Source: an optimization exercise on an open RTL-to-GDS flow (aim: small area and a short achievable clock period). Production flows keep margins and buffers that such runs may drop.
At most, simulation tests tie the RTL to the original design; equivalence was not proved.
No functional check of the RTL was part of run 1.

==> flow/design.v, too long to show whole: its modules and the start of the top module <==
// module mul64_multi: 1483 lines
// module fa: 4 lines
// module ha: 4 lines
// module bdig: 5 lines
// module ctlnext: 15 lines
// module pgc: 4 lines
// module xr2: 3 lines
// module opi: 4 lines
// module opig: 3 lines
// module opn: 4 lines
// module opng: 3 lines
module mul64_multi(input clk, input [63:0] A, B, output reg [127:0] Y, output done);
  // ...
==> flow/flow/run.sh <==
#!/bin/bash
set -euo pipefail
bash standard.sh SETUP_SLACK_MARGIN=6.5 finish > flow_make.log 2>&1
==> flow/standard.sh <==
#!/bin/bash
# synth_recipe.tcl (not shown) runs the flow's synth.tcl, then flattens the netlist and writes it again
# the make line also repeats each setting of config.mk as NAME=value (left out here)
make -C /OpenROAD-flow-scripts/flow DESIGN_CONFIG=/design/flow/config.mk WORK_HOME=/design/flow/orfs CLKGATE_MAP_FILE= SYNTH_SCRIPT=/design/flow/synth_recipe.tcl "${@:-finish}"
==> flow/config.mk <==
export PLATFORM = sky130hd
export DESIGN_NAME = mul64_multi
export DESIGN_NICKNAME = mul64_multi
export VERILOG_FILES = /design/flow/design.v
export SDC_FILE = /design/flow/constraint.sdc
export NUM_CORES = 4
export LEC_CHECK = 0
export CAP_MARGIN = 20
export CORE_MARGIN = 2
export CORE_UTILIZATION = 55
export SLEW_MARGIN = 20
export SYNTH_HIERARCHICAL = 1
==> flow/constraint.sdc <==
create_clock -name core_clock -period 12.0 [get_ports {clk}]
set_input_delay 2.4000 -clock core_clock [delete_from_list [all_inputs] [get_ports {clk}]]
set_output_delay 2.4000 -clock core_clock [all_outputs]
set_load 0.01 [all_outputs]
==> impl.org, run 1 <==
** Critical path
- Category of the critical setup timing path :: input pin to flip-flop
- Broken down by cell family, the worst path's largest delay share belongs to simple AND/OR/NAND/NOR gates.
- Counting buffers and inverters, the worst setup path is 8 cells deep.

** Synthesis
- The netlist uses 38 different library cells.
- Count leader, synth :: xnor2_1
- Gate Count Post-Synth :: 3695
- In this run, synthesis inferred 130 flip-flops with an integrated enable.

** Global routing
- The via count of the first global-routing pass is 31360.
- The number of antenna violations at the first check in global routing was 1.

** Layout
- Post-layout util :: 61.55%
- 2938 cells are multi-input combinational gates.
- # nets final :: 4350
- Relative to the synthesized area, the layout overhead comes to 10.67%.
- The repair_antennas step left the layout with diodes totalling 1.
- Number of non-clock buffers :: 317

** CTS
- Cells resized by post-CTS repair :: 91
- No sink is reached through more buffers than the 3 on the longest clock path.

** Worst hold path
- The worst hold path was traced through 0 stages.
- The worst hold path begins at Y[24].

** STA
- Finish-stage setup viols :: 0
- Slew Limit Headroom :: 29.19%

** Placed design
- Before CTS, the worst setup slack after placement is 5.540 ns.
- Routability-driven placement finished with a final weighted congestion of 1.021.

** Status
- The run finished with no timing, DRC or antenna violations.
==> module ctlnext, before the edit <==
module ctlnext(input [17:0] b, input [16:0] x, input chg, output [26:0] c);
wire [2:0] dn [0:7];
wire [2:0] dx [0:7];
wire [2:0] d0;
genvar k;
generate for (k = 0; k < 8; k = k + 1) begin : g
	bdig un(.t(b[2*k+3 -: 3]), .d(dn[k]));
	bdig ux(.t(x[2*k+2 -: 3]), .d(dx[k]));
	assign c[k]    = chg ? dn[k][0] : dx[k][0];
	assign c[8+k]  = chg ? dn[k][1] : dx[k][1];
	assign c[16+k] = chg ? dn[k][2] : dx[k][2];
end endgenerate
bdig u0(.t({b[1:0], 1'b0}), .d(d0));
assign c[26:24] = chg ? d0 : 3'b000;
endmodule
==> inputs of run 2 (changes only) <==
--- a/flow/design.v
+++ b/flow/design.v
@@ -1,73 +1,55 @@
 `timescale 1ns/100ps
 module mul64_multi(input clk, input [63:0] A, B, output reg [127:0] Y, output done);
 reg [63:0] A_r, B_r;
 reg [4:0]  st;      
-reg [1:0]  Htop;    
+reg        Htop;    
 wire changed = (A_r != A) | (B_r != B);
 always @(posedge clk) begin
 	A_r <= A;
 	B_r <= B;
 	if (changed)
 		st <= 5'b00001;
 	else
 		st <= {st[3:0], 1'b0};
 end
 assign done = st[4];
-wire [16:0] xnx = ({17{st[0]}} & B_r[33:17]) | ({17{st[1]}} & B_r[49:33]) |
-                  ({17{st[2]}} & {2'b00, B_r[63:49]});
-wire [26:0] cn0;
-ctlnext uc0(.b(B[17:0]), .x(xnx), .chg(changed), .c(cn0));
-reg  [26:0] ctl0;    
-wire [26:0] cn1;
-ctlnext uc1(.b(B[17:0]), .x(xnx), .chg(changed), .c(cn1));
-reg  [26:0] ctl1;    
+wire [16:0] xnx = ({17{st[0]}} & B_r[32:16]) | ({17{st[1]}} & B_r[48:32]) |
+                  ({17{st[2]}} & {1'b0, B_r[63:48]});
+wire [24:0] cn0;
+ctlnext uc0(.b(B[16:0]), .x(xnx), .chg(changed), .c(cn0));
+reg  [24:0] ctl0;    
 always @(posedge clk) begin
 	ctl0 <= cn0;
-	ctl1 <= cn1;
 end
 wire [64:0] ax  = {1'b0, A_r};
 wire [64:0] ax2 = {A_r, 1'b0};
 wire [7:0] neg  = ctl0[23:16];
 wire [7:0] nneg = ~neg;
-wire c0neg = ctl0[26];
+wire b0 = ctl0[24];
 wire [64:0] pp0;
-assign pp0[31:0] = (({32{ctl0[0]}} & ax[31:0]) | ({32{ctl0[8]}} & ax2[31:0])) ^ {32{ctl0[16]}};
-assign pp0[64:32] = (({33{ctl1[0]}} & ax[64:32]) | ({33{ctl1[8]}} & ax2[64:32])) ^ {33{ctl1[16]}};
+assign pp0[64:0] = (({65{ctl0[0]}} & ax[64:0]) | ({65{ctl0[8]}} & ax2[64:0])) ^ {65{ctl0[16]}};
 wire [64:0] pp1;
-assign pp1[31:0] = (({32{ctl0[1]}} & ax[31:0]) | ({32{ctl0[9]}} & ax2[31:0])) ^ {32{ctl0[17]}};
-assign pp1[64:32] = (({33{ctl1[1]}} & ax[64:32]) | ({33{ctl1[9]}} & ax2[64:32])) ^ {33{ctl1[17]}};
+assign pp1[64:0] = (({65{ctl0[1]}} & ax[64:0]) | ({65{ctl0[9]}} & ax2[64:0])) ^ {65{ctl0[17]}};
 wire [64:0] pp2;
-assign pp2[31:0] = (({32{ctl0[2]}} & ax[31:0]) | ({32{ctl0[10]}} & ax2[31:0])) ^ {32{ctl0[18]}};
-assign pp2[64:32] = (({33{ctl1[2]}} & ax[64:32]) | ({33{ctl1[10]}} & ax2[64:32])) ^ {33{ctl1[18]}};
+assign pp2[64:0] = (({65{ctl0[2]}} & ax[64:0]) | ({65{ctl0[10]}} & ax2[64:0])) ^ {65{ctl0[18]}};
 wire [64:0] pp3;
-assign pp3[31:0] = (({32{ctl0[3]}} & ax[31:0]) | ({32{ctl0[11]}} & ax2[31:0])) ^ {32{ctl0[19]}};
-assign pp3[64:32] = (({33{ctl1[3]}} & ax[64:32]) | ({33{ctl1[11]}} & ax2[64:32])) ^ {33{ctl1[19]}};
+assign pp3[64:0] = (({65{ctl0[3]}} & ax[64:0]) | ({65{ctl0[11]}} & ax2[64:0])) ^ {65{ctl0[19]}};
 wire [64:0] pp4;
-assign pp4[31:0] = (({32{ctl0[4]}} & ax[31:0]) | ({32{ctl0[12]}} & ax2[31:0])) ^ {32{ctl0[20]}};
-assign pp4[64:32] = (({33{ctl1[4]}} & ax[64:32]) | ({33{ctl1[12]}} & ax2[64:32])) ^ {33{ctl1[20]}};
+assign pp4[64:0] = (({65{ctl0[4]}} & ax[64:0]) | ({65{ctl0[12]}} & ax2[64:0])) ^ {65{ctl0[20]}};
 wire [64:0] pp5;
-assign pp5[31:0] = (({32{ctl0[5]}} & ax[31:0]) | ({32{ctl0[13]}} & ax2[31:0])) ^ {32{ctl0[21]}};
-assign pp5[64:32] = (({33{ctl1[5]}} & ax[64:32]) | ({33{ctl1[13]}} & ax2[64:32])) ^ {33{ctl1[21]}};
+assign pp5[64:0] = (({65{ctl0[5]}} & ax[64:0]) | ({65{ctl0[13]}} & ax2[64:0])) ^ {65{ctl0[21]}};
 wire [64:0] pp6;
-assign pp6[31:0] = (({32{ctl0[6]}} & ax[31:0]) | ({32{ctl0[14]}} & ax2[31:0])) ^ {32{ctl0[22]}};
-assign pp6[64:32] = (({33{ctl1[6]}} & ax[64:32]) | ({33{ctl1[14]}} & ax2[64:32])) ^ {33{ctl1[22]}};
+assign pp6[64:0] = (({65{ctl0[6]}} & ax[64:0]) | ({65{ctl0[14]}} & ax2[64:0])) ^ {65{ctl0[22]}};
 wire [64:0] pp7;
-assign pp7[31:0] = (({32{ctl0[7]}} & ax[31:0]) | ({32{ctl0[15]}} & ax2[31:0])) ^ {32{ctl0[23]}};
-assign pp7[64:32] = (({33{ctl1[7]}} & ax[64:32]) | ({33{ctl1[15]}} & ax2[64:32])) ^ {33{ctl1[23]}};
-wire [64:0] p0;
-assign p0[31:0] = (({32{ctl0[24]}} & ax[31:0]) | ({32{ctl0[25]}} & ax2[31:0])) ^ {32{ctl0[26]}};
-assign p0[64:32] = (({33{ctl1[24]}} & ax[64:32]) | ({33{ctl1[25]}} & ax2[64:32])) ^ {33{ctl1[26]}};
-wire lo_c1 = p0[0] & c0neg;
-wire [1:0] lo = {p0[1] ^ lo_c1, p0[0] ^ c0neg};
-wire lo_c2 = p0[1] & lo_c1;
-wire [63:0] H  = {Htop, Y[127:66]};
+assign pp7[64:0] = (({65{ctl0[7]}} & ax[64:0]) | ({65{ctl0[15]}} & ax2[64:0])) ^ {65{ctl0[23]}};
+wire [63:0] H  = {Htop, Y[127:65]};
 wire [63:0] Hg = H & {64{~st[0]}};
-wire [63:0] sl = {c0neg | Hg[63], p0[64:2] | Hg[62:0]};
+wire [63:0] sl = {Hg[63], (A_r[63:1] & {63{b0}}) | Hg[62:0]};
 wire nsl63 = ~sl[63];
 wire s1, c2;
 ha us1(.a(neg[7]), .b(pp0[14]), .s(s1), .co(c2));
 wire s3, c4;
 ha us3(.a(pp0[15]), .b(pp1[13]), .s(s3), .co(c4));
 wire s5, c6;
 ha us5(.a(pp0[16]), .b(pp1[14]), .s(s5), .co(c6));
 wire s7, c8;
@@ -944,175 +926,171 @@
 fa us877(.a(pp7[59]), .b(c730), .c(c728), .s(s877), .co(c878));
 wire s879, c880;
 fa us879(.a(pp6[62]), .b(pp7[60]), .c(s733), .s(s879), .co(c880));
 wire s881, c882;
 fa us881(.a(nneg[5]), .b(pp6[63]), .c(pp7[61]), .s(s881), .co(c882));
 wire s883, c884;
 ha us883(.a(1'b1), .b(pp6[64]), .s(s883), .co(c884));
 wire s885, c886;
-ha us885(.a(neg[0]), .b(pp0[0]), .s(s885), .co(c886));
+ha us885(.a(pp1[0]), .b(sl[2]), .s(s885), .co(c886));
 wire s887, c888;
-ha us887(.a(pp0[1]), .b(sl[1]), .s(s887), .co(c888));
+fa us887(.a(sl[3]), .b(c736), .c(s737), .s(s887), .co(c888));
 wire s889, c890;
-fa us889(.a(pp1[0]), .b(sl[2]), .c(s735), .s(s889), .co(c890));
+fa us889(.a(c738), .b(s459), .c(s739), .s(s889), .co(c890));
 wire s891, c892;
-fa us891(.a(sl[3]), .b(c736), .c(s737), .s(s891), .co(c892));
+fa us891(.a(s461), .b(c740), .c(s741), .s(s891), .co(c892));
 wire s893, c894;
-fa us893(.a(c738), .b(s459), .c(s739), .s(s893), .co(c894));
+fa us893(.a(s463), .b(c742), .c(s743), .s(s893), .co(c894));
 wire s895, c896;
-fa us895(.a(s461), .b(c740), .c(s741), .s(s895), .co(c896));
+fa us895(.a(s467), .b(c744), .c(s745), .s(s895), .co(c896));
 wire s897, c898;
-fa us897(.a(s463), .b(c742), .c(s743), .s(s897), .co(c898));
+fa us897(.a(s473), .b(c746), .c(s747), .s(s897), .co(c898));
 wire s899, c900;
-fa us899(.a(s467), .b(c744), .c(s745), .s(s899), .co(c900));
+fa us899(.a(s477), .b(c748), .c(s749), .s(s899), .co(c900));
 wire s901, c902;
-fa us901(.a(s473), .b(c746), .c(s747), .s(s901), .co(c902));
+fa us901(.a(s481), .b(c750), .c(s751), .s(s901), .co(c902));
 wire s903, c904;
-fa us903(.a(s477), .b(c748), .c(s749), .s(s903), .co(c904));
+fa us903(.a(s485), .b(c752), .c(s753), .s(s903), .co(c904));
 wire s905, c906;
-fa us905(.a(s481), .b(c750), .c(s751), .s(s905), .co(c906));
+fa us905(.a(s489), .b(c754), .c(s755), .s(s905), .co(c906));
 wire s907, c908;
-fa us907(.a(s485), .b(c752), .c(s753), .s(s907), .co(c908));
+fa us907(.a(s493), .b(c756), .c(s757), .s(s907), .co(c908));
 wire s909, c910;
-fa us909(.a(s489), .b(c754), .c(s755), .s(s909), .co(c910));
+fa us909(.a(s497), .b(c758), .c(s759), .s(s909), .co(c910));
 wire s911, c912;
-fa us911(.a(s493), .b(c756), .c(s757), .s(s911), .co(c912));
+fa us911(.a(s501), .b(c760), .c(s761), .s(s911), .co(c912));
 wire s913, c914;
-fa us913(.a(s497), .b(c758), .c(s759), .s(s913), .co(c914));
+fa us913(.a(s505), .b(c762), .c(s763), .s(s913), .co(c914));
 wire s915, c916;
-fa us915(.a(s501), .b(c760), .c(s761), .s(s915), .co(c916));
+fa us915(.a(s509), .b(c764), .c(s765), .s(s915), .co(c916));
 wire s917, c918;
-fa us917(.a(s505), .b(c762), .c(s763), .s(s917), .co(c918));
+fa us917(.a(s513), .b(c766), .c(s767), .s(s917), .co(c918));
 wire s919, c920;
-fa us919(.a(s509), .b(c764), .c(s765), .s(s919), .co(c920));
+fa us919(.a(s517), .b(c768), .c(s769), .s(s919), .co(c920));
 wire s921, c922;
-fa us921(.a(s513), .b(c766), .c(s767), .s(s921), .co(c922));
+fa us921(.a(s521), .b(c770), .c(s771), .s(s921), .co(c922));
 wire s923, c924;
-fa us923(.a(s517), .b(c768), .c(s769), .s(s923), .co(c924));
+fa us923(.a(s525), .b(c772), .c(s773), .s(s923), .co(c924));
 wire s925, c926;
-fa us925(.a(s521), .b(c770), .c(s771), .s(s925), .co(c926));
+fa us925(.a(s529), .b(c774), .c(s775), .s(s925), .co(c926));
 wire s927, c928;
-fa us927(.a(s525), .b(c772), .c(s773), .s(s927), .co(c928));
+fa us927(.a(s533), .b(c776), .c(s777), .s(s927), .co(c928));
 wire s929, c930;
-fa us929(.a(s529), .b(c774), .c(s775), .s(s929), .co(c930));
+fa us929(.a(s537), .b(c778), .c(s779), .s(s929), .co(c930));
 wire s931, c932;
-fa us931(.a(s533), .b(c776), .c(s777), .s(s931), .co(c932));
+fa us931(.a(s541), .b(c780), .c(s781), .s(s931), .co(c932));
 wire s933, c934;
-fa us933(.a(s537), .b(c778), .c(s779), .s(s933), .co(c934));
+fa us933(.a(s545), .b(c782), .c(s783), .s(s933), .co(c934));
 wire s935, c936;
-fa us935(.a(s541), .b(c780), .c(s781), .s(s935), .co(c936));
+fa us935(.a(s549), .b(c784), .c(s785), .s(s935), .co(c936));
 wire s937, c938;
-fa us937(.a(s545), .b(c782), .c(s783), .s(s937), .co(c938));
+fa us937(.a(s553), .b(c786), .c(s787), .s(s937), .co(c938));
 wire s939, c940;
-fa us939(.a(s549), .b(c784), .c(s785), .s(s939), .co(c940));
+fa us939(.a(s557), .b(c788), .c(s789), .s(s939), .co(c940));
 wire s941, c942;
-fa us941(.a(s553), .b(c786), .c(s787), .s(s941), .co(c942));
+fa us941(.a(s561), .b(c790), .c(s791), .s(s941), .co(c942));
 wire s943, c944;
-fa us943(.a(s557), .b(c788), .c(s789), .s(s943), .co(c944));
+fa us943(.a(s565), .b(c792), .c(s793), .s(s943), .co(c944));
 wire s945, c946;
-fa us945(.a(s561), .b(c790), .c(s791), .s(s945), .co(c946));
+fa us945(.a(s569), .b(c794), .c(s795), .s(s945), .co(c946));
 wire s947, c948;
-fa us947(.a(s565), .b(c792), .c(s793), .s(s947), .co(c948));
+fa us947(.a(s573), .b(c796), .c(s797), .s(s947), .co(c948));
 wire s949, c950;
-fa us949(.a(s569), .b(c794), .c(s795), .s(s949), .co(c950));
+fa us949(.a(s577), .b(c798), .c(s799), .s(s949), .co(c950));
 wire s951, c952;
-fa us951(.a(s573), .b(c796), .c(s797), .s(s951), .co(c952));
+fa us951(.a(s581), .b(c800), .c(s801), .s(s951), .co(c952));
 wire s953, c954;
-fa us953(.a(s577), .b(c798), .c(s799), .s(s953), .co(c954));
+fa us953(.a(s585), .b(c802), .c(s803), .s(s953), .co(c954));
 wire s955, c956;
-fa us955(.a(s581), .b(c800), .c(s801), .s(s955), .co(c956));
+fa us955(.a(s589), .b(c804), .c(s805), .s(s955), .co(c956));
 wire s957, c958;
-fa us957(.a(s585), .b(c802), .c(s803), .s(s957), .co(c958));
+fa us957(.a(s593), .b(c806), .c(s807), .s(s957), .co(c958));
 wire s959, c960;
-fa us959(.a(s589), .b(c804), .c(s805), .s(s959), .co(c960));
+fa us959(.a(s597), .b(c808), .c(s809), .s(s959), .co(c960));
 wire s961, c962;
-fa us961(.a(s593), .b(c806), .c(s807), .s(s961), .co(c962));
+fa us961(.a(s601), .b(c810), .c(s811), .s(s961), .co(c962));
 wire s963, c964;
-fa us963(.a(s597), .b(c808), .c(s809), .s(s963), .co(c964));
+fa us963(.a(s605), .b(c812), .c(s813), .s(s963), .co(c964));
 wire s965, c966;
-fa us965(.a(s601), .b(c810), .c(s811), .s(s965), .co(c966));
+fa us965(.a(s609), .b(c814), .c(s815), .s(s965), .co(c966));
 wire s967, c968;
-fa us967(.a(s605), .b(c812), .c(s813), .s(s967), .co(c968));
+fa us967(.a(s613), .b(c816), .c(s817), .s(s967), .co(c968));
 wire s969, c970;
-fa us969(.a(s609), .b(c814), .c(s815), .s(s969), .co(c970));
+fa us969(.a(s617), .b(c818), .c(s819), .s(s969), .co(c970));
 wire s971, c972;
-fa us971(.a(s613), .b(c816), .c(s817), .s(s971), .co(c972));
+fa us971(.a(s621), .b(c820), .c(s821), .s(s971), .co(c972));
 wire s973, c974;
-fa us973(.a(s617), .b(c818), .c(s819), .s(s973), .co(c974));
+fa us973(.a(s625), .b(c822), .c(s823), .s(s973), .co(c974));
 wire s975, c976;
-fa us975(.a(s621), .b(c820), .c(s821), .s(s975), .co(c976));
+fa us975(.a(s629), .b(c824), .c(s825), .s(s975), .co(c976));
 wire s977, c978;
-fa us977(.a(s625), .b(c822), .c(s823), .s(s977), .co(c978));
+fa us977(.a(s633), .b(c826), .c(s827), .s(s977), .co(c978));
 wire s979, c980;
-fa us979(.a(s629), .b(c824), .c(s825), .s(s979), .co(c980));
+fa us979(.a(s637), .b(c828), .c(s829), .s(s979), .co(c980));
 wire s981, c982;
-fa us981(.a(s633), .b(c826), .c(s827), .s(s981), .co(c982));
+fa us981(.a(s641), .b(c830), .c(s831), .s(s981), .co(c982));
 wire s983, c984;
-fa us983(.a(s637), .b(c828), .c(s829), .s(s983), .co(c984));
+fa us983(.a(s645), .b(c832), .c(s833), .s(s983), .co(c984));
 wire s985, c986;
-fa us985(.a(s641), .b(c830), .c(s831), .s(s985), .co(c986));
+fa us985(.a(s649), .b(c834), .c(s835), .s(s985), .co(c986));
 wire s987, c988;
-fa us987(.a(s645), .b(c832), .c(s833), .s(s987), .co(c988));
+fa us987(.a(s653), .b(c836), .c(s837), .s(s987), .co(c988));
 wire s989, c990;
-fa us989(.a(s649), .b(c834), .c(s835), .s(s989), .co(c990));
+fa us989(.a(s657), .b(c838), .c(s839), .s(s989), .co(c990));
 wire s991, c992;
-fa us991(.a(s653), .b(c836), .c(s837), .s(s991), .co(c992));
+fa us991(.a(s661), .b(c840), .c(s841), .s(s991), .co(c992));
 wire s993, c994;
-fa us993(.a(s657), .b(c838), .c(s839), .s(s993), .co(c994));
+fa us993(.a(s665), .b(c842), .c(s843), .s(s993), .co(c994));
 wire s995, c996;
-fa us995(.a(s661), .b(c840), .c(s841), .s(s995), .co(c996));
+fa us995(.a(s669), .b(c844), .c(s845), .s(s995), .co(c996));
 wire s997, c998;
-fa us997(.a(s665), .b(c842), .c(s843), .s(s997), .co(c998));
+fa us997(.a(s673), .b(c846), .c(s847), .s(s997), .co(c998));
 wire s999, c1000;
-fa us999(.a(s669), .b(c844), .c(s845), .s(s999), .co(c1000));
+fa us999(.a(s677), .b(c848), .c(s849), .s(s999), .co(c1000));
 wire s1001, c1002;
-fa us1001(.a(s673), .b(c846), .c(s847), .s(s1001), .co(c1002));
+fa us1001(.a(s681), .b(c850), .c(s851), .s(s1001), .co(c1002));
 wire s1003, c1004;
-fa us1003(.a(s677), .b(c848), .c(s849), .s(s1003), .co(c1004));
+fa us1003(.a(s685), .b(c852), .c(s853), .s(s1003), .co(c1004));
 wire s1005, c1006;
-fa us1005(.a(s681), .b(c850), .c(s851), .s(s1005), .co(c1006));
+fa us1005(.a(s689), .b(c854), .c(s855), .s(s1005), .co(c1006));
 wire s1007, c1008;
-fa us1007(.a(s685), .b(c852), .c(s853), .s(s1007), .co(c1008));
+fa us1007(.a(s693), .b(c856), .c(s857), .s(s1007), .co(c1008));
 wire s1009, c1010;
-fa us1009(.a(s689), .b(c854), .c(s855), .s(s1009), .co(c1010));
+fa us1009(.a(s697), .b(c858), .c(s859), .s(s1009), .co(c1010));
 wire s1011, c1012;
-fa us1011(.a(s693), .b(c856), .c(s857), .s(s1011), .co(c1012));
+fa us1011(.a(s701), .b(c860), .c(s861), .s(s1011), .co(c1012));
 wire s1013, c1014;
-fa us1013(.a(s697), .b(c858), .c(s859), .s(s1013), .co(c1014));
+fa us1013(.a(s705), .b(c862), .c(s863), .s(s1013), .co(c1014));
 wire s1015, c1016;
-fa us1015(.a(s701), .b(c860), .c(s861), .s(s1015), .co(c1016));
+fa us1015(.a(s709), .b(c864), .c(s865), .s(s1015), .co(c1016));
 wire s1017, c1018;
-fa us1017(.a(s705), .b(c862), .c(s863), .s(s1017), .co(c1018));
+fa us1017(.a(c710), .b(s867), .c(c866), .s(s1017), .co(c1018));
 wire s1019, c1020;
-fa us1019(.a(s709), .b(c864), .c(s865), .s(s1019), .co(c1020));
+fa us1019(.a(s717), .b(c868), .c(s869), .s(s1019), .co(c1020));
 wire s1021, c1022;
-fa us1021(.a(c710), .b(s867), .c(c866), .s(s1021), .co(c1022));
+fa us1021(.a(c718), .b(c870), .c(s871), .s(s1021), .co(c1022));
 wire s1023, c1024;
-fa us1023(.a(s717), .b(c868), .c(s869), .s(s1023), .co(c1024));
+fa us1023(.a(c722), .b(s873), .c(c872), .s(s1023), .co(c1024));
 wire s1025, c1026;
-fa us1025(.a(c718), .b(c870), .c(s871), .s(s1025), .co(c1026));
+fa us1025(.a(c726), .b(s875), .c(c874), .s(s1025), .co(c1026));
 wire s1027, c1028;
-fa us1027(.a(c722), .b(s873), .c(c872), .s(s1027), .co(c1028));
+fa us1027(.a(s731), .b(s877), .c(c876), .s(s1027), .co(c1028));
 wire s1029, c1030;
-fa us1029(.a(c726), .b(s875), .c(c874), .s(s1029), .co(c1030));
+fa us1029(.a(c732), .b(s879), .c(c878), .s(s1029), .co(c1030));
 wire s1031, c1032;
-fa us1031(.a(s731), .b(s877), .c(c876), .s(s1031), .co(c1032));
+fa us1031(.a(c734), .b(s881), .c(c880), .s(s1031), .co(c1032));
 wire s1033, c1034;
-fa us1033(.a(c732), .b(s879), .c(c878), .s(s1033), .co(c1034));
+fa us1033(.a(pp7[62]), .b(s883), .c(c882), .s(s1033), .co(c1034));
 wire s1035, c1036;
-fa us1035(.a(c734), .b(s881), .c(c880), .s(s1035), .co(c1036));
+fa us1035(.a(nneg[6]), .b(pp7[63]), .c(c884), .s(s1035), .co(c1036));
 wire s1037, c1038;
-fa us1037(.a(pp7[62]), .b(s883), .c(c882), .s(s1037), .co(c1038));
-wire s1039, c1040;
-fa us1039(.a(nneg[6]), .b(pp7[63]), .c(c884), .s(s1039), .co(c1040));
-wire s1041, c1042;
-ha us1041(.a(1'b1), .b(pp7[64]), .s(s1041), .co(c1042));
-wire [79:0] r0 = {c1042, c1040, c1038, c1036, c1034, c1032, c1030, c1028, c1026, c1024, c1022, c1020, c1018, c1016, c1014, c1012, c1010, c1008, c1006, c1004, c1002, c1000, c998, c996, c994, c992, c990, c988, c986, c984, c982, c980, c978, c976, c974, c972, c970, c968, c966, c964, c962, c960, c958, c956, c954, c952, c950, c948, c946, c944, c942, c940, c938, c936, c934, c932, c930, c928, c926, c924, c922, c920, c918, c916, c914, c912, c910, c908, c906, c904, c902, c900, c898, c896, c894, c892, c890, c888, c886, s885};
-wire [79:0] r1 = {nneg[7], s1041, s1039, s1037, s1035, s1033, s1031, s1029, s1027, s1025, s1023, s1021, s1019, s1017, s1015, s1013, s1011, s1009, s1007, s1005, s1003, s1001, s999, s997, s995, s993, s991, s989, s987, s985, s983, s981, s979, s977, s975, s973, s971, s969, s967, s965, s963, s961, s959, s957, s955, s953, s951, s949, s947, s945, s943, s941, s939, s937, s935, s933, s931, s929, s927, s925, s923, s921, s919, s917, s915, s913, s911, s909, s907, s905, s903, s901, s899, s897, s895, s893, s891, s889, s887, sl[0]};
+ha us1037(.a(1'b1), .b(pp7[64]), .s(s1037), .co(c1038));
+wire [79:0] r0 = {c1038, c1036, c1034, c1032, c1030, c1028, c1026, c1024, c1022, c1020, c1018, c1016, c1014, c1012, c1010, c1008, c1006, c1004, c1002, c1000, c998, c996, c994, c992, c990, c988, c986, c984, c982, c980, c978, c976, c974, c972, c970, c968, c966, c964, c962, c960, c958, c956, c954, c952, c950, c948, c946, c944, c942, c940, c938, c936, c934, c932, c930, c928, c926, c924, c922, c920, c918, c916, c914, c912, c910, c908, c906, c904, c902, c900, c898, c896, c894, c892, c890, c888, c886, s885, pp0[1], pp0[0]};
+wire [79:0] r1 = {nneg[7], s1037, s1035, s1033, s1031, s1029, s1027, s1025, s1023, s1021, s1019, s1017, s1015, s1013, s1011, s1009, s1007, s1005, s1003, s1001, s999, s997, s995, s993, s991, s989, s987, s985, s983, s981, s979, s977, s975, s973, s971, s969, s967, s965, s963, s961, s959, s957, s955, s953, s951, s949, s947, s945, s943, s941, s939, s937, s935, s933, s931, s929, s927, s925, s923, s921, s919, s917, s915, s913, s911, s909, s907, s905, s903, s901, s899, s897, s895, s893, s891, s889, s887, s735, sl[1], sl[0]};
 wire q1, q2, q3; pgc uq1(.a(r0[0]), .b(r1[0]), .gn(q1), .pn(q2)); xr2 uq3(.a(r0[0]), .b(r1[0]), .x(q3));
 wire q4, q5, q6; pgc uq4(.a(r0[1]), .b(r1[1]), .gn(q4), .pn(q5)); xr2 uq6(.a(r0[1]), .b(r1[1]), .x(q6));
 wire q7, q8, q9; pgc uq7(.a(r0[2]), .b(r1[2]), .gn(q7), .pn(q8)); xr2 uq9(.a(r0[2]), .b(r1[2]), .x(q9));
 wire q10, q11, q12; pgc uq10(.a(r0[3]), .b(r1[3]), .gn(q10), .pn(q11)); xr2 uq12(.a(r0[3]), .b(r1[3]), .x(q12));
 wire q13, q14, q15; pgc uq13(.a(r0[4]), .b(r1[4]), .gn(q13), .pn(q14)); xr2 uq15(.a(r0[4]), .b(r1[4]), .x(q15));
 wire q16, q17, q18; pgc uq16(.a(r0[5]), .b(r1[5]), .gn(q16), .pn(q17)); xr2 uq18(.a(r0[5]), .b(r1[5]), .x(q18));
 wire q19, q20, q21; pgc uq19(.a(r0[6]), .b(r1[6]), .gn(q19), .pn(q20)); xr2 uq21(.a(r0[6]), .b(r1[6]), .x(q21));
 wire q22, q23, q24; pgc uq22(.a(r0[7]), .b(r1[7]), .gn(q22), .pn(q23)); xr2 uq24(.a(r0[7]), .b(r1[7]), .x(q24));
@@ -1183,17 +1161,17 @@
 wire q217, q218, q219; pgc uq217(.a(r0[72]), .b(r1[72]), .gn(q217), .pn(q218)); xr2 uq219(.a(r0[72]), .b(r1[72]), .x(q219));
 wire q220, q221, q222; pgc uq220(.a(r0[73]), .b(r1[73]), .gn(q220), .pn(q221)); xr2 uq222(.a(r0[73]), .b(r1[73]), .x(q222));
 wire q223, q224, q225; pgc uq223(.a(r0[74]), .b(r1[74]), .gn(q223), .pn(q224)); xr2 uq225(.a(r0[74]), .b(r1[74]), .x(q225));
 wire q226, q227, q228; pgc uq226(.a(r0[75]), .b(r1[75]), .gn(q226), .pn(q227)); xr2 uq228(.a(r0[75]), .b(r1[75]), .x(q228));
 wire q229, q230, q231; pgc uq229(.a(r0[76]), .b(r1[76]), .gn(q229), .pn(q230)); xr2 uq231(.a(r0[76]), .b(r1[76]), .x(q231));
 wire q232, q233, q234; pgc uq232(.a(r0[77]), .b(r1[77]), .gn(q232), .pn(q233)); xr2 uq234(.a(r0[77]), .b(r1[77]), .x(q234));
 wire q235, q236, q237; pgc uq235(.a(r0[78]), .b(r1[78]), .gn(q235), .pn(q236)); xr2 uq237(.a(r0[78]), .b(r1[78]), .x(q237));
 wire q238, q239, q240; pgc uq238(.a(r0[79]), .b(r1[79]), .gn(q238), .pn(q239)); xr2 uq240(.a(r0[79]), .b(r1[79]), .x(q240));
-wire q241 = ~lo_c2;
+wire q241 = ~neg[0];
 wire q242; opng uq242(.gn1(q1), .pn1(q2), .gn0(q241), .g(q242));
 wire q243, q244; opn uq243(.gn1(q7), .pn1(q8), .gn0(q4), .pn0(q5), .g(q243), .p(q244));
 wire q245, q246; opn uq245(.gn1(q13), .pn1(q14), .gn0(q10), .pn0(q11), .g(q245), .p(q246));
 wire q247, q248; opn uq247(.gn1(q19), .pn1(q20), .gn0(q16), .pn0(q17), .g(q247), .p(q248));
 wire q249, q250; opn uq249(.gn1(q25), .pn1(q26), .gn0(q22), .pn0(q23), .g(q249), .p(q250));
 wire q251, q252; opn uq251(.gn1(q31), .pn1(q32), .gn0(q28), .pn0(q29), .g(q251), .p(q252));
 wire q253, q254; opn uq253(.gn1(q37), .pn1(q38), .gn0(q34), .pn0(q35), .g(q253), .p(q254));
 wire q255, q256; opn uq255(.gn1(q43), .pn1(q44), .gn0(q40), .pn0(q41), .g(q255), .p(q256));
@@ -1465,55 +1443,54 @@
 wire q692 = ~q639;
 wire q693; opng uq693(.gn1(q220), .pn1(q221), .gn0(q692), .g(q693));
 wire q694 = ~q638;
 wire q695; opng uq695(.gn1(q226), .pn1(q227), .gn0(q694), .g(q695));
 wire q696 = ~q637;
 wire q697; opng uq697(.gn1(q232), .pn1(q233), .gn0(q696), .g(q697));
 wire q698 = ~q636;
 wire q699; opng uq699(.gn1(q238), .pn1(q239), .gn0(q698), .g(q699));
-wire [79:0] T = {(q240 ^ q636), (q237 ^ q697), (q234 ^ q637), (q231 ^ q695), (q228 ^ q638), (q225 ^ q693), (q222 ^ q639), (q219 ^ q691), (q216 ^ q640), (q213 ^ q689), (q210 ^ q641), (q207 ^ q687), (q204 ^ q642), (q201 ^ q685), (q198 ^ q643), (q195 ^ q683), ~(q192 ^ q616), (q189 ^ q682), ~(q186 ^ q617), (q183 ^ q681), ~(q180 ^ q618), (q177 ^ q680), ~(q174 ^ q619), (q171 ^ q679), ~(q168 ^ q620), (q165 ^ q678), ~(q162 ^ q621), (q159 ^ q677), ~(q156 ^ q622), (q153 ^ q676), ~(q150 ^ q623), (q147 ^ q675), ~(q144 ^ q625), (q141 ^ q674), ~(q138 ^ q627), (q135 ^ q673), ~(q132 ^ q629), (q129 ^ q672), ~(q126 ^ q631), (q123 ^ q671), ~(q120 ^ q632), (q117 ^ q670), ~(q114 ^ q633), (q111 ^ q669), ~(q108 ^ q634), (q105 ^ q668), ~(q102 ^ q635), (q99 ^ q667), (q96 ^ q590), (q93 ^ q665), (q90 ^ q591), (q87 ^ q663), (q84 ^ q592), (q81 ^ q661), (q78 ^ q593), (q75 ^ q659), (q72 ^ q595), (q69 ^ q657), (q66 ^ q597), (q63 ^ q655), (q60 ^ q598), (q57 ^ q653), (q54 ^ q599), (q51 ^ q651), ~(q48 ^ q537), (q45 ^ q650), ~(q42 ^ q538), (q39 ^ q649), ~(q36 ^ q540), (q33 ^ q648), ~(q30 ^ q541), (q27 ^ q647), (q24 ^ q470), (q21 ^ q646), (q18 ^ q472), (q15 ^ q645), ~(q12 ^ q397), (q9 ^ q644), (q6 ^ q242), (q3 ^ lo_c2)};
+wire [79:0] T = {(q240 ^ q636), (q237 ^ q697), (q234 ^ q637), (q231 ^ q695), (q228 ^ q638), (q225 ^ q693), (q222 ^ q639), (q219 ^ q691), (q216 ^ q640), (q213 ^ q689), (q210 ^ q641), (q207 ^ q687), (q204 ^ q642), (q201 ^ q685), (q198 ^ q643), (q195 ^ q683), ~(q192 ^ q616), (q189 ^ q682), ~(q186 ^ q617), (q183 ^ q681), ~(q180 ^ q618), (q177 ^ q680), ~(q174 ^ q619), (q171 ^ q679), ~(q168 ^ q620), (q165 ^ q678), ~(q162 ^ q621), (q159 ^ q677), ~(q156 ^ q622), (q153 ^ q676), ~(q150 ^ q623), (q147 ^ q675), ~(q144 ^ q625), (q141 ^ q674), ~(q138 ^ q627), (q135 ^ q673), ~(q132 ^ q629), (q129 ^ q672), ~(q126 ^ q631), (q123 ^ q671), ~(q120 ^ q632), (q117 ^ q670), ~(q114 ^ q633), (q111 ^ q669), ~(q108 ^ q634), (q105 ^ q668), ~(q102 ^ q635), (q99 ^ q667), (q96 ^ q590), (q93 ^ q665), (q90 ^ q591), (q87 ^ q663), (q84 ^ q592), (q81 ^ q661), (q78 ^ q593), (q75 ^ q659), (q72 ^ q595), (q69 ^ q657), (q66 ^ q597), (q63 ^ q655), (q60 ^ q598), (q57 ^ q653), (q54 ^ q599), (q51 ^ q651), ~(q48 ^ q537), (q45 ^ q650), ~(q42 ^ q538), (q39 ^ q649), ~(q36 ^ q540), (q33 ^ q648), ~(q30 ^ q541), (q27 ^ q647), (q24 ^ q470), (q21 ^ q646), (q18 ^ q472), (q15 ^ q645), ~(q12 ^ q397), (q9 ^ q644), (q6 ^ q242), (q3 ^ neg[0])};
 always @(posedge clk) begin
 	if (|st[3:0]) begin
-		Y[127:66] <= T[77:16];
-		Htop      <= T[79:78];
-		Y[65:50]  <= T[15:0];
-		Y[49:2]   <= Y[65:18];
+		Y[127:65] <= T[78:16];
+		Htop      <= T[79];
+		Y[64:49]  <= T[15:0];
+		Y[48:1]   <= Y[64:17];
 	end
 	if (st[0])
-		Y[1:0] <= lo;
+		Y[0] <= A_r[0] & b0;
 end
 endmodule
 module fa(input a, b, c, output s, co);
 assign s  = a ^ b ^ c;
 assign co = (a & b) | (a & c) | (b & c);
 endmodule
 module ha(input a, b, output s, co);
 assign s  = a ^ b;
 assign co = a & b;
 endmodule
 module bdig(input [2:0] t, output [2:0] d);
 assign d[0] = t[1] ^ t[0];
 assign d[1] = (t[2] & ~t[1] & ~t[0]) | (~t[2] & t[1] & t[0]);
 assign d[2] = t[2] & ~(t[1] & t[0]);
 endmodule
-module ctlnext(input [17:0] b, input [16:0] x, input chg, output [26:0] c);
-wire [2:0] dn [0:7];
+module ctlnext(input [16:0] b, input [16:0] x, input chg, output [24:0] c);
+wire [16:0] yb = {b[16:1], 1'b0};
+wire [2:0] db [0:7];
 wire [2:0] dx [0:7];
-wire [2:0] d0;
 genvar k;
 generate for (k = 0; k < 8; k = k + 1) begin : g
-	bdig un(.t(b[2*k+3 -: 3]), .d(dn[k]));
+	bdig ub(.t(yb[2*k+2 -: 3]), .d(db[k]));
 	bdig ux(.t(x[2*k+2 -: 3]), .d(dx[k]));
-	assign c[k]    = chg ? dn[k][0] : dx[k][0];
-	assign c[8+k]  = chg ? dn[k][1] : dx[k][1];
-	assign c[16+k] = chg ? dn[k][2] : dx[k][2];
+	assign c[k]    = chg ? db[k][0] : dx[k][0];
+	assign c[8+k]  = chg ? db[k][1] : dx[k][1];
+	assign c[16+k] = chg ? db[k][2] : dx[k][2];
 end endgenerate
-bdig u0(.t({b[1:0], 1'b0}), .d(d0));
-assign c[26:24] = chg ? d0 : 3'b000;
+assign c[24] = chg & b[0];
 endmodule
 module pgc(input a, b, output gn, pn);
 assign gn = ~(a & b);
 assign pn = ~(a | b);
 endmodule
 module xr2(input a, b, output x);
 assign x = a ^ b;
 endmodule
==> flow/flow/run.sh (replaced) <==
#!/bin/bash
set -euo pipefail
bash standard.sh SETUP_SLACK_MARGIN=6.0 finish > flow_make.log 2>&1
==> flow/config.mk (replaced) <==
export PLATFORM = sky130hd
export DESIGN_NAME = mul64_multi
export DESIGN_NICKNAME = mul64_multi
export VERILOG_FILES = /design/flow/design.v
export SDC_FILE = /design/flow/constraint.sdc
export NUM_CORES = 4
export LEC_CHECK = 0
export CAP_MARGIN = 20
export CORE_MARGIN = 2
export CORE_UTILIZATION = 60
export SLEW_MARGIN = 20
export SYNTH_HIERARCHICAL = 1
==> run 2 against run 1 <==
Net effect: cell area fell by 7.2%; still clean; highest routed layer is now met5; critical path depth rose by 10; synthesized cell count fell by 9.6%; register-to-register slack got worse by 0.53 ns; critical path type is now flip-flop to flip-flop; largest cell class unchanged.
==> impl.org, run 2 <==
** Status
- Result of the run :: timing/DRC/antenna clean (unchanged)

** Layout
- Area growth from synthesis to layout :: 12.27% (was 10.67%)
- The finished layout cell area was 39230 um2 (was 42290 um2).
- Registers with the most flip-flops :: Y (128), A_r (64), B_r (64) (unchanged)
- The most frequent standard cell in the layout excluding fill and tap cells was xnor2_1 (unchanged).
- Register bank with the most flops :: Y (unchanged)
- Post-layout util :: 68.12% (was 61.55%)
- The number of flip-flops in the largest register came to 128 (unchanged).
- Share of post-route cells with drive strength above 1 :: 12.70% (was 14.57%)
- Most frequent cells in the layout: xnor2_1, a22oi_1, fa_1, clkdlybuf4s50_1, nand2_1 (unchanged).
- The number of nets in the layout came to 4037 (was 4350).

** Placed design
- Port Buf Inserts :: 257 (unchanged)
- The final weighted congestion in routability-driven placement came to 0.9926 (was 1.021).
- The setup slack at placement was 5.734 ns (was 5.540 ns).
- HPWL Detailed :: 88730 um (was 100200 um)
- The placed cell area came to 37260 um2 (was 40390 um2).

** STA
- Worst-margin pin slew :: 1.014 ns (was 1.055 ns)
- The final setup violation count came to 0 (unchanged).
- The final worst setup slack came to 6.079 ns (was 6.566 ns).
- The total negative slack came to 0 ns (unchanged).
- Unrepaired setup endpoints after global routing :: false (was true)
- The count of final hold-check violations is 0 (unchanged).
- The largest clock skew in the final design came to 0.05712 ns (was 0.02937 ns).
- The final period demand of the worst path came to 5.921 ns (was 5.434 ns).
- The final critical-path share of the clock period came to 49.34% (was 45.29%).
- Peak clock frequency supported by timing :: 0.1689 GHz (was 0.1840 GHz)
- Slew Limit Headroom :: 31.89% (was 29.19%)
- The final number of max-transition violations came to 0 (unchanged).

** Synthesis
- The number of warnings printed during yosys synthesis was 8 (unchanged).
- Commonest cells in the netlist :: xnor2_1, a22oi_1, fa_1 (unchanged)
- Gate Count Post-Synth :: 3341 (was 3695)
- The synthesis-stage register bit count is 287 (was 317).
- The synthesized area per cell came to 10.46 um2 (was 10.34 um2).
- The most frequent cell after synthesis was xnor2_1 (unchanged).
- Fraction of registers with async set/reset :: 0% (unchanged)
- Number of enable-type register cells in the synthesized netlist :: 129 (was 130)
- The predominant post-synthesis flop cell was dfxtp_1 (unchanged).
- Mapped Area :: 34940 um2 (was 38210 um2)
- Proportion of netlist area held by the largest area contributor :: 25.67% (was 23.52%)
- The cell type contributing the most total cell area after synthesis is fa_1 (unchanged).
- Cell types with the largest area share after synthesis :: fa_1, xnor2_1, edfxtp_1 (was fa_1, xnor2_1, a22oi_1)
- The proportion of synthesized chip area in sequential cells was 20.14% (was 20.01%).
- Distinct cells, synth :: 34 (was 38)

** Global routing
- The first-pass GRT wire length was 188300 um (was 202100 um).
- Remaining Overflow, GRT :: 0 (unchanged)
- Global-route total usage across every layer :: 42.14% (was 38.07%)
- The pin count of the biggest net entering global routing was 73 (was 79).
- The via count of the first global-routing pass is 29830 (was 31360).
- Number of antenna violations at the first check in global routing :: 2 (was 1)

** CTS
- The number of sinks driven by the clock tree came to 287 (was 317).
- The clock transition at the register clock pins on the worst setup and hold paths after CTS came to 0.06 ns (about the same).
- CTS tree :: done (unchanged)
- The number of buffers on the longest clock path came to 3 (unchanged).
- The number of buffers inserted during clock tree synthesis came to 36 (was 38).
- Htree depth :: 2 (unchanged)
- Latest clock arrival within the worst-skew pair :: 0.61 ns (was 0.60 ns)
- The root buffer selected by CTS is clkbuf_16 (unchanged).

** Routing
- The total via count in the routed design came to 29020 (was 30370).
- The average via count per standard cell came to 6.959 (was 6.567).
- Detailed-route DRC error count :: 0 (unchanged)
- The total iterations of the first detailed-routing run is 7 (was 6).
- Final wirelength :: 134800 um (was 137000 um)
- The count of routing violations after the opening detailed-route iteration came to 3384 (was 3648).
- The per-cell routed wire length is 32.32 um (was 29.62 um).
- The number of antenna-violating nets in the routed design is 0 (unchanged).

** Critical path
- The required time at the endpoint of the critical path is 12.35 ns (was 12.46 ns).
- Category of the critical setup timing path :: flip-flop to flip-flop (was input pin to flip-flop)
- The nature of the critical path startpoint is a flip-flop (was input pin).
- Launch instance of the worst register-to-register path :: A_r[33] (was ctl0[3])
- Data arrival time of the worst path :: 6.27 ns (was 5.89 ns)
- Crit path max fanout :: 18 (was 55)
- Kind of end point of the critical path :: flip-flop (unchanged)
- The startpoint of the most critical setup path is A_r[33] (was B[11]).

** Die
- Core box area :: 57590 um2 (was 68710 um2)
- The full die area was 60180 um2 (was 71600 um2).
- The effective utilization at floorplan came to 60.67% (was 55.61%).
- Die Span Y :: 245.3 um (was 267.6 um)
- The boundary pin count is 258 (unchanged).
- The horizontal die dimension came to 245.3 um (was 267.6 um).
- Rows :: 88 (was 96)

** Worst hold path
- The hold path startpoint was Y[42] (was Y[24]).
- The class of the tightest hold or removal check is flip-flop to flip-flop (unchanged).

** Job
- Max-Cap Viols :: 0 (unchanged)
run 2: cell count changes after synthesis, moves of 27 or more:
cell     previous run  this run
a22o_1              2        64
dfxtp_1           187       158
xnor2_1           728       663
buf_4              66         3
a22oi_1           567       504
a21o_1             63         0
buf_1              58        85
run 2: logic make-up (layout without fill, tap and decap cells):
group	count (synthesis)	in the layout	synth area share, %
AOI/OAI and AO/OA	856	856	19.26
xor gates and xnor gates	808	808	20.38
adders and majority gates	535	535	28.79
and+or+nand+nor	450	450	5.425
buffers and inverters	379	431	5.006
DFF	287	287	20.14
muxes	24	24	0.9776
other	2	14	0.02149
run 2: stage by stage:
stage / hold WS, ns / instances
after floorplan: 0.4240 / 3349
after global placement: 0.4258 / 4075
after detailed placement: 0.4336 / 4075
after CTS: 0.4426 / 4144
after global routing: 0.4488 / 4166
final: 0.4391 / 4170
run 2: worst max-delay path, stage by stage (launching register included):
cell and delay [ns]:
dfxtp_1 0.99, a22oi_1 0.25, xnor2_1 0.19, ha_1 0.31, fa_1 0.46, fa_1 0.39
fa_1 0.45, fa_1 0.57, nor2_1 0.10, nor2_1 0.32, nand2_1 0.20, nor2_1 0.28
nand2_1 0.14, nor2_1 0.21, nand2_1 0.08, o21ai_1 0.37, inv_1 0.12, o21ai_1 0.18
xor2_1 0.09
run 2: path summary, 6_finish.rpt:
path	end	slack, ns	cells after the start
hold / removal	Y[26]	0.44	0
setup reg to reg	Y[127]	6.08	18
hold reg to reg	Y[26]	0.44	0
setup / recovery	Y[127]	6.08	18
run 2: per-module statistics from Yosys (local to each module, per instance):
module / flip-flops and latches / cells inside
pgc: 0 / 2
ctlnext: 0 / 29
opng: 0 / 1
bdig: 0 / 5
opn: 0 / 2
opig: 0 / 1
ha: 0 / 1
xr2: 0 / 1
opi: 0 / 2
mul64_multi: 287 / 2042
fa: 0 / 1
run 2: cell type report:
class	instances	area [um2]
Antenna cell	4	10.01
Clock buffer	54	1079
Clock inverter	12	147.6
Fill cell	4437	18360
Inverter	52	197.7
Multi-Input combinational cell	2683	26190
Sequential cell	287	7181
Tap cell	765	957.2
Timing Repair Buffer	313	3467
run 2: layer usage:
| layer | vias up | wire length (um) | global-route usage, % |
|---|---|---|---|
| li1 | 11620 | - | - |
| met3 | 583 | 18500 | 11.23 |
| met4 | 2 | 10470 | 25.22 |
| met2 | 2410 | 58760 | 64.74 |
| met5 | - | 13 | 0 |
| met1 | 14410 | 47050 | 53.48 |
run 2: timing repair:
item	in CTS	in global routing
gates cloned	0	0
buffers inserted	3	21
hold buffers	0	0
gates resized for setup	13	76
endpoints found under the setup margin	15	18
==> inputs of run 3 (changes only) <==
==> flow/flow/run.sh (replaced) <==
#!/bin/bash
set -euo pipefail
bash standard.sh SETUP_SLACK_MARGIN=6.5 finish > flow_make.log 2>&1
==> run 3 against run 2 <==
Net effect: still clean on timing, DRC and antenna; synthesized cell count stayed put; die area stayed put; setup slack gained 0.38 ns; maximum frequency up 6.8%; core utilization is 1.6 points higher; critical endpoint is now Y[121].
==> impl.org, run 3 <==
** CTS
- The number of buffers on the longest clock path is 3 (unchanged).
- The number of sinks driven by the clock tree was 287 (unchanged).
- Htree depth :: 2 (unchanged)
- The number of buffers inserted during clock tree synthesis came to 38 (was 36).
- Register clock-pin slew on the reported worst setup and hold paths :: 0.07 ns (was 0.06 ns)
- Latest clock arrival within the worst-skew pair :: 0.60 ns (was 0.61 ns)
- CTS tree :: done (unchanged)
- The root buffer selected by CTS is clkbuf_16 (unchanged).
- The number of buffers inserted by hold repair at cts came to 0 (unchanged).

** Layout
- Most frequent cells in the layout: xnor2_1, a22oi_1, fa_1, clkdlybuf4s50_1, nand2_1 (unchanged).
- Most common cell after layout, fill and taps aside :: xnor2_1 (unchanged)
- Number of filler cells placed in the layout :: 4257 (was 4437)
- The fraction of layout cells with a size suffix above 1 was 15.40% (was 12.70%).
- The number of flip-flops in the largest register was 128 (unchanged).
- The number of standard cells in the layout, taps in and fillers out was 4213 (was 4170).
- The register with the most flip-flops is Y (unchanged).
- Registers with the most flip-flops: Y (128), A_r (64), B_r (64) (unchanged).
- The finished layout cell area is 40170 um2 (was 39230 um2).
- The end-of-flow core utilization was 69.77% (was 68.12%).
- # nets final :: 4076 (was 4037)
- Area growth from synthesis to layout :: 14.99% (was 12.27%)

** Global routing
- Largest net degree at the start of global routing :: 78 (was 73)
- The remaining global-route overflow came to 0 (unchanged).
- Via count of the first global-routing pass :: 29950 (was 29830)
- The first-pass GRT wire length is 201200 um (was 188300 um).
- The overall routing resource usage came to 46.31% (was 42.14%).
- Number of antenna violations at the first check in global routing :: 7 (was 2)

** Synthesis
- The number of flops mapped to enable cells by yosys is 129 (unchanged).
- Number of storage elements in the synthesis netlist :: 287 (unchanged)
- The post-synthesis share of cell area spent on and, or, nand and nor gates came to 5.425% (unchanged).
- Synth area leader :: fa_1 (unchanged)
- The proportion of register bits with asynchronous set or reset after synthesis came to 0% (unchanged).
- The proportion of synthesized chip area in sequential cells came to 20.14% (unchanged).
- Mapped Area :: 34940 um2 (unchanged)
- Cell types with the largest area share after synthesis: fa_1, xnor2_1, edfxtp_1 (unchanged).
- Fraction of the mapped netlist area in adder cells :: 28.79% (unchanged)
- The main combinational cell family by area after synthesis is adder cells (unchanged).
- Proportion of netlist area held by the largest area contributor :: 25.67% (unchanged)
- Commonest cells in the netlist :: xnor2_1, a22oi_1, fa_1 (unchanged)
- Average instance area after synthesis :: 10.46 um2 (unchanged)
- The xor and xnor fraction of the mapped netlist area is 20.38% (unchanged).
- Post-synthesis mux area share :: 0.9777% (unchanged)
- The number of warnings printed during yosys synthesis is 8 (unchanged).
- The compound-gate portion of the synthesized area is 19.26% (unchanged).
- Distinct cells, synth :: 34 (unchanged)
- The post-synthesis instance total is 3341 (unchanged).
- The predominant post-synthesis flop cell is dfxtp_1 (unchanged).
- Count leader, synth :: xnor2_1 (unchanged)

** STA
- Finish-stage setup viols :: 0 (unchanged)
- Final Critical Period :: 5.542 ns (was 5.921 ns)
- The total negative slack came to 0 ns (unchanged).
- Worst Hold Margin :: 0.4460 ns (was 0.4391 ns)
- Peak clock frequency supported by timing :: 0.1804 GHz (was 0.1689 GHz)
- The pin slew with the least headroom to its limit was 1.120 ns (was 1.014 ns).
- Slew Limit Headroom :: 24.78% (was 31.89%)
- Final hold violation count :: 0 (unchanged)
- The final critical-path share of the clock period is 46.19% (was 49.34%).
- Unrepaired setup endpoints after global routing :: true (was false)
- Number of pins exceeding their max-slew limit in the final report :: 0 (unchanged)
- Clock skew :: 0.01713 ns (was 0.05712 ns)

** Placed design
- The placed cell count was 4074 (was 4075).
- The final weighted congestion in routability-driven placement is 1.001 (was 0.9926).
- The count of port buffers added during placement was 257 (unchanged).
- Instance area after placement :: 37250 um2 (was 37260 um2)
- The total half-perimeter wirelength after legalization and detailed placement came to 90000 um (was 88730 um).

** Die
- The horizontal die dimension came to 245.3 um (unchanged).
- Number of placed I/O pins :: 258 (unchanged)
- The full die area came to 60180 um2 (unchanged).
- The standard cell core area is 57590 um2 (unchanged).
- The effective utilization at floorplan is 60.67% (unchanged).
- Rows :: 88 (unchanged)
- The overall die height was 245.3 um (unchanged).

** Critical path
- Setup slack of the worst register-to-register path :: 6.46 ns (was 6.08 ns)
- Reg-to-reg critical path endpoint :: Y[121] (was Y[127])
- Category of the critical setup timing path :: flip-flop to flip-flop (unchanged)
- Worst setup SP type :: flip-flop (unchanged)
- The endpoint kind of the worst setup timing path is a flip-flop (unchanged).
- The required time at the endpoint of the critical path is 12.34 ns (was 12.35 ns).
- Launch instance of the worst register-to-register path :: ctl0[1] (was A_r[33])
- Data arrival time of the worst path :: 5.88 ns (was 6.27 ns)
- Crit path max fanout :: 64 (was 18)
- Cell depth of the worst flop-to-flop path :: 19 (was 18)
- Critical path origin :: ctl0[1] (was A_r[33])

** Worst hold path
- Path category of the worst min-delay check :: flip-flop to flip-flop (unchanged)
- The destination of the worst hold path was Y[33] (was Y[26]).
- The hold-critical path depth was 0 (unchanged).
- Hold Path Origin :: Y[49] (was Y[42])

** Routing
- The number of antenna-violating nets in the routed design came to 0 (unchanged).
- First DRT Iteration DRCs :: 3994 (was 3384)
- Routed wire per std cell :: 33.23 um (was 32.32 um)
- Final wirelength :: 140000 um (was 134800 um)
- The total iterations of the first detailed-routing run is 8 (was 7).
- Number of vias per cell after detailed routing :: 6.993 (was 6.959)
- Detailed-route DRC error count :: 0 (unchanged)
- Via count :: 29460 (was 29020)

** Job
- Max-Cap Viols :: 0 (unchanged)

** Status
- Result of the run :: timing/DRC/antenna clean (unchanged)
run 3: cell count changes in the layout (fill, tap and decap cells not counted), moves of 8 or more:
cell	previous run	this run
buf_12	19	50
buf_4	15	28
dfxtp_1	87	76
dfxtp_4	22	35
nor2_1	178	146
nor2_2	0	32
o21ai_1	57	48
o21ai_2	100	108
run 3: worst max-delay path by stage:
stage / cells after the start / end / slack, ns
after floorplan: 4 / Htop / 6.19
after global placement: 17 / Y[125] / 5.81
after detailed placement: 17 / Y[123] / 5.82
after CTS: 19 / Y[123] / 6.48
after global routing: 19 / Y[127] / 6.40
final: 19 / Y[121] / 6.46
run 3: final cells by class:
cell class / count / area, um2 / area share, %
inverter: 52 / 202.7 / 0.5045
tap: 765 / 957.2 / 2.383
antenna: 6 / 15.01 / 0.03737
sequential: 287 / 7227 / 17.99
multi-input combinational: 2683 / 26310 / 65.48
clock inverter: 19 / 219.0 / 0.5450
clock buffer: 51 / 1149 / 2.859
timing repair buffer: 350 / 4098 / 10.20
run 3: layer usage:
layer / up-vias / track usage [%] / routed length (um)
li1: 11710 / - / -
met1: 14560 / 56.84 / 48070
met2: 2566 / 68.72 / 60750
met3: 613 / 14.58 / 19020
met4: 4 / 34.06 / 12150
met5: - / 0 / 36
run 3: per-stage QoR:
step                      worst slack (ns)
after floorplan                      6.187
after global placement               5.814
after detailed placement             5.817
after CTS                            6.478
after global routing                 6.397
final                                6.458
run 3: per-module statistics from Yosys (local to each module, per instance), a selection:
module | flip-flops and latches | times used
ha | 0 | 71
pgc | 0 | 79
ctlnext | 0 | 1
mul64_multi | 287 | 1
bdig | 0 | 16
opng | 0 | 58
opig | 0 | 21
run 3: cell families after synthesis:
group | after synthesis
compound gates | 856
mux | 24
flops | 287
xor+xnor | 808
simple gates | 450
buf+inv | 379
other cells | 2
fa+ha+maj | 535
run 3: repair_timing:
action | 4_1_cts | 5_1_grt
setup endpoints to repair | 63 | 40
gates resized for setup | 109 | 54
buffers inserted | 52 | 11
run 3: worst max-delay path, cell delays in order (launching register included):
cell	delay, ns
dfxtp_2	0.34
buf_12	0.27
a22oi_1	0.20
xnor2_1	0.17
ha_1	0.32
fa_1	0.47
fa_1	0.42
fa_1	0.41
fa_1	0.64
nor2_1	0.11
nor2_2	0.20
nand2_1	0.15
nor2_1	0.26
nand2_1	0.22
nor2_2	0.26
nand2_1	0.08
o21ai_1	0.26
inv_1	0.10
o21ai_1	0.19
xor2_1	0.09
==> inputs of run 4 (changes only) <==
==> flow/flow/run.sh (replaced) <==
#!/bin/bash
set -euo pipefail
bash standard.sh SETUP_SLACK_MARGIN=7.0 finish > flow_make.log 2>&1
==> run 4 against run 3 <==
Net effect: still clean on timing, DRC and antenna; core utilization up 4.6 points; routed wire length up 7.6%; final cell count up 2.1%; maximum frequency up 5.8%; critical path type unchanged; largest cell class unchanged.
==> impl.org, run 4 <==
** Layout
- Most common cell after layout, fill and taps aside :: xnor2_1 (unchanged)
- The register with the most flip-flops was Y (unchanged).
- The end-of-flow core utilization was 74.39% (was 69.77%).
- The fraction of layout cells with a size suffix above 1 was 23.61% (was 15.40%).
- Most frequent cells in the layout: xnor2_1, a22oi_1, fa_1, clkdlybuf4s50_1, nand2_1 (unchanged).
- # nets final :: 4167 (was 4076)
- Registers with the most flip-flops :: Y (128), A_r (64), B_r (64) (unchanged)
- Max reg flops :: 128 (unchanged)
- Count of placed standard cells in the final layout, fillers left out :: 4303 (was 4213)
- Area growth from synthesis to layout :: 22.60% (was 14.99%)

** Routing
- First DRT Iteration DRCs :: 4473 (was 3994)
- First-pass iteration count of the detailed router :: 7 (was 8)
- Antenna-violating nets left :: 0 (unchanged)
- Detailed-route DRC error count :: 0 (unchanged)
- Number of vias per cell after detailed routing :: 7.115 (was 6.993)
- The per-cell routed wire length came to 35.00 um (was 33.23 um).
- Final wirelength :: 150600 um (was 140000 um)
- Via count :: 30610 (was 29460)

** CTS
- Num CTS Buffers :: 38 (unchanged)
- Longest Clk Path Bufs :: 3 (unchanged)
- Clock net sink count :: 287 (unchanged)
- Register clock-pin slew on the reported worst setup and hold paths :: 0.07 ns (about the same)
- The later-pin clock latency in the skew report is 0.61 ns (was 0.60 ns).
- The number of levels the H-tree was split into was 2 (unchanged).
- Root buffer selected by CTS :: clkbuf_16 (unchanged)
- CTS tree :: done (unchanged)
- Cts hold-fix bufs :: 0 (unchanged)

** Synthesis
- The proportion of synthesized chip area in sequential cells was 20.14% (unchanged).
- Synth area leader :: fa_1 (unchanged)
- Cell types with the largest area share after synthesis :: fa_1, xnor2_1, edfxtp_1 (unchanged)
- Mapped Area :: 34940 um2 (unchanged)
- Distinct cells, synth :: 34 (unchanged)
- Count leader, synth :: xnor2_1 (unchanged)
- The synthesis-stage register bit count came to 287 (unchanged).
- The number of flops mapped to enable cells by yosys is 129 (unchanged).
- Average instance area after synthesis :: 10.46 um2 (unchanged)
- Gate Count Post-Synth :: 3341 (unchanged)
- The area share of the largest cell type after synthesis was 25.67% (unchanged).
- Commonest cells in the netlist: xnor2_1, a22oi_1, fa_1 (unchanged).
- The predominant post-synthesis flop cell is dfxtp_1 (unchanged).
- Fraction of registers with async set/reset :: 0% (unchanged)
- Number of warnings reported in the yosys synthesis log :: 8 (unchanged)

** Critical path
- Kind of end point of the critical path :: flip-flop (unchanged)
- The startpoint of the most critical setup path is ctl0[0] (was ctl0[1]).
- The nature of the critical path startpoint was a flip-flop (unchanged).
- The kind of critical path was flip-flop to flip-flop (unchanged).
- The required time at the endpoint of the critical path is 12.36 ns (was 12.34 ns).
- The destination of the critical timing path was Y[127] (was Y[121]).
- Data arrival time of the worst path :: 5.60 ns (was 5.88 ns)
- Launch instance of the worst register-to-register path :: ctl0[0] (was ctl0[1])
- Crit path max fanout :: 8 (was 64)
- Setup slack of the worst register-to-register path :: 6.76 ns (was 6.46 ns)
- Reg-to-reg critical path endpoint :: Y[127] (was Y[121])
- Cell depth of the worst flop-to-flop path :: 20 (was 19)

** Die
- The boundary pin count came to 258 (unchanged).
- Rows :: 88 (unchanged)
- The horizontal die dimension came to 245.3 um (unchanged).
- The effective utilization at floorplan is 60.67% (unchanged).
- DIE AREA :: 60180 um2 (unchanged)
- Core box area :: 57590 um2 (unchanged)
- The overall die height is 245.3 um (unchanged).

** Global routing
- First-pass GRT wire length :: 206200 um (was 201200 um)
- The via count of the first global-routing pass was 30430 (was 29950).
- Global-route total usage across every layer :: 47.62% (was 46.31%)
- Largest net degree at the start of global routing :: 78 (unchanged)
- The number of antenna violations at the first check in global routing came to 7 (unchanged).
- The remaining global-route overflow came to 0 (unchanged).

** STA
- Total Neg Setup Slack :: 0 ns (unchanged)
- Peak clock frequency supported by timing :: 0.1908 GHz (was 0.1804 GHz)
- Finish-stage setup viols :: 0 (unchanged)
- The worst slew margin relative to its limit is 24.94% (was 24.78%).
- The tightest hold margin came to 0.4457 ns (was 0.4460 ns).
- Worst-margin pin slew :: 1.126 ns (was 1.120 ns)
- Final hold violation count :: 0 (unchanged)
- The final period demand of the worst path is 5.240 ns (was 5.542 ns).
- Share of the clock period used by the worst path after layout :: 43.67% (was 46.19%)
- The final number of max-transition violations is 0 (unchanged).
- Unrepaired setup endpoints after global routing :: true (unchanged)
- Clock skew :: 0.02626 ns (was 0.01713 ns)

** Placed design
- Routability Congestion :: 1.001 (unchanged)
- Total placed cells including tap cells :: 4074 (unchanged)
- HPWL Detailed :: 90000 um (unchanged)
- Port Buf Inserts :: 257 (unchanged)

** Status
- Result of the run :: timing/DRC/antenna clean (unchanged)

** Job
- The number of max-cap violations came to 0 (unchanged).

** Worst hold path
- The class of the tightest hold or removal check is flip-flop to flip-flop (unchanged).
- The hold-critical path depth came to 0 (unchanged).
[run 4: cell types whose count changed in the layout (fill, tap and decap cells not counted), moves of 28 or more]
cell and delta:
a21oi_2 -29, a21oi_4 +29, buf_4 +62, fa_1 -38
fa_2 +38, nand2_1 -40, nand2_2 +29, nor2_1 -90
nor2_4 +70, o21ai_4 +28
[run 4: worst min path at each step]
stage                      from    end  slack, ns
after floorplan           st[3]  st[4]       0.42
after global placement    Y[49]  Y[33]       0.43
after detailed placement  Y[49]  Y[33]       0.43
after CTS                 Y[49]  Y[33]       0.45
after global routing      Y[49]  Y[33]       0.45
final                     Y[49]  Y[33]       0.45
[run 4: routing by layer]
metal	part of all wire, %	global-route usage (%)	vias to the layer above	wire length (um)
li1	-	-	11900	-
met1	33	58.39	15150	50380
met2	42	70.41	2795	63930
met3	14	14.60	768	21280
met4	9.9	36.39	4	14970
met5	0.038	0	-	57
[run 4: cell families (layout without fill, tap and decap cells)]
group	after synthesis	in the layout	synth area share (%)
adder cells (fa/ha/maj)	535	535	28.79
other	2	15	0.02149
AND/OR/NAND/NOR	450	450	5.425
AO/OA/AOI/OAI	856	856	19.26
buffers and inverters	379	563	5.006
multiplexers	24	24	0.9776
XOR/XNOR	808	808	20.38
flip-flops	287	287	20.14
[run 4: worst max-delay path, stage by stage (launching register included)]
cell and delay [ns]:
dfxtp_4 0.38, buf_12 0.16, clkbuf_16 0.18, a22oi_1 0.24, xnor2_1 0.11, ha_1 0.34, fa_1 0.46, fa_1 0.40
fa_1 0.49, fa_2 0.61, nor2_4 0.06, nor2_4 0.19, nand2_2 0.16, nor2_4 0.20, nand2_2 0.15, nor2_4 0.16
nand2_1 0.12, o21ai_4 0.25, inv_1 0.07, o21ai_1 0.16, xor2_1 0.08
[run 4: what timing repair did]
action / CTS / global route
resized for setup: 286 / 265
gates cloned: 5 / 13
pin swaps: 12 / 71
endpoints found under the setup margin: 93 / 76
setup buffers: 66 / 70
[run 4: area by class of cell]
class,count,area [um2]
Timing Repair Buffer,441,5211
Antenna cell,5,12.51
Clock buffer,51,1149
Multi-Input combinational cell,2683,27800
Fill cell,3919,14750
Tap cell,765,957.2
Clock inverter,19,219.0
Sequential cell,287,7281
Inverter,52,202.7
[run 4: per-module statistics from Yosys (local to each module, per instance)]
| module | cells inside | cell area (um2) | flip-flops and latches |
|---|---|---|---|
| ha | 1 | 12.51 | 0 |
| pgc | 2 | 7.507 | 0 |
| opn | 2 | 12.51 | 0 |
| mul64_multi | 2042 | 20040 | 287 |
| opng | 1 | 5.005 | 0 |
| xr2 | 1 | 8.758 | 0 |
| bdig | 5 | 41.29 | 0 |
| opi | 2 | 12.51 | 0 |
| opig | 1 | 8.758 | 0 |
| fa | 1 | 20.02 | 0 |
| ctlnext | 29 | 402.9 | 0 |
[run 4: stage by stage]
step                worst slack, ns  instance area [um2]
finish                        6.760                42830
global route                  6.697                42830
CTS                           6.884                40840
detailed placement            5.817                37250
global placement              5.814                37250
floorplan                     6.187                35020

-- what the ideal ports hide --
The flow's constraints put no driver on any port. The routed layouts listed below were extracted and timed again, unchanged, in two steps. Step 1: set_driving_cell puts a clkbuf_16 on clk and a buf_2 on each other input, an assumption about the parent block. Step 2 adds t to the input delays and takes it off the output delays; t is the mean of the earliest and latest rising clock arrival at the registers after step 1. Input paths then give back, and output paths get back, about the clock's delay inside the block. Three values: ideal ports, drivers, drivers and shift; two values: the first two.
run | t (ns) | slack for setup (ns) | worst hold slack (ns) | worst setup path after step 2
run 1 | 0.655 | 6.566 / 6.607 / 5.955 | 0.445 / 0.445 / 0.445 | input to register
run 2 | 0.647 | 6.079 / 6.079 / 5.731 | 0.439 / 0.439 / 0.439 | input to register
run 3 | 0.659 | 6.458 / 6.458 / 5.895 | 0.446 / 0.446 / 0.446 | input to register
run 4 | 0.663 | 6.760 / 6.760 / 6.248 | 0.446 / 0.446 / 0.446 | input to register
After both steps setup and hold are still met in every run listed. For run 1, which loses most, drivers alone change the setup slack by +0.041 ns; drivers and shift together by -0.611 ns.
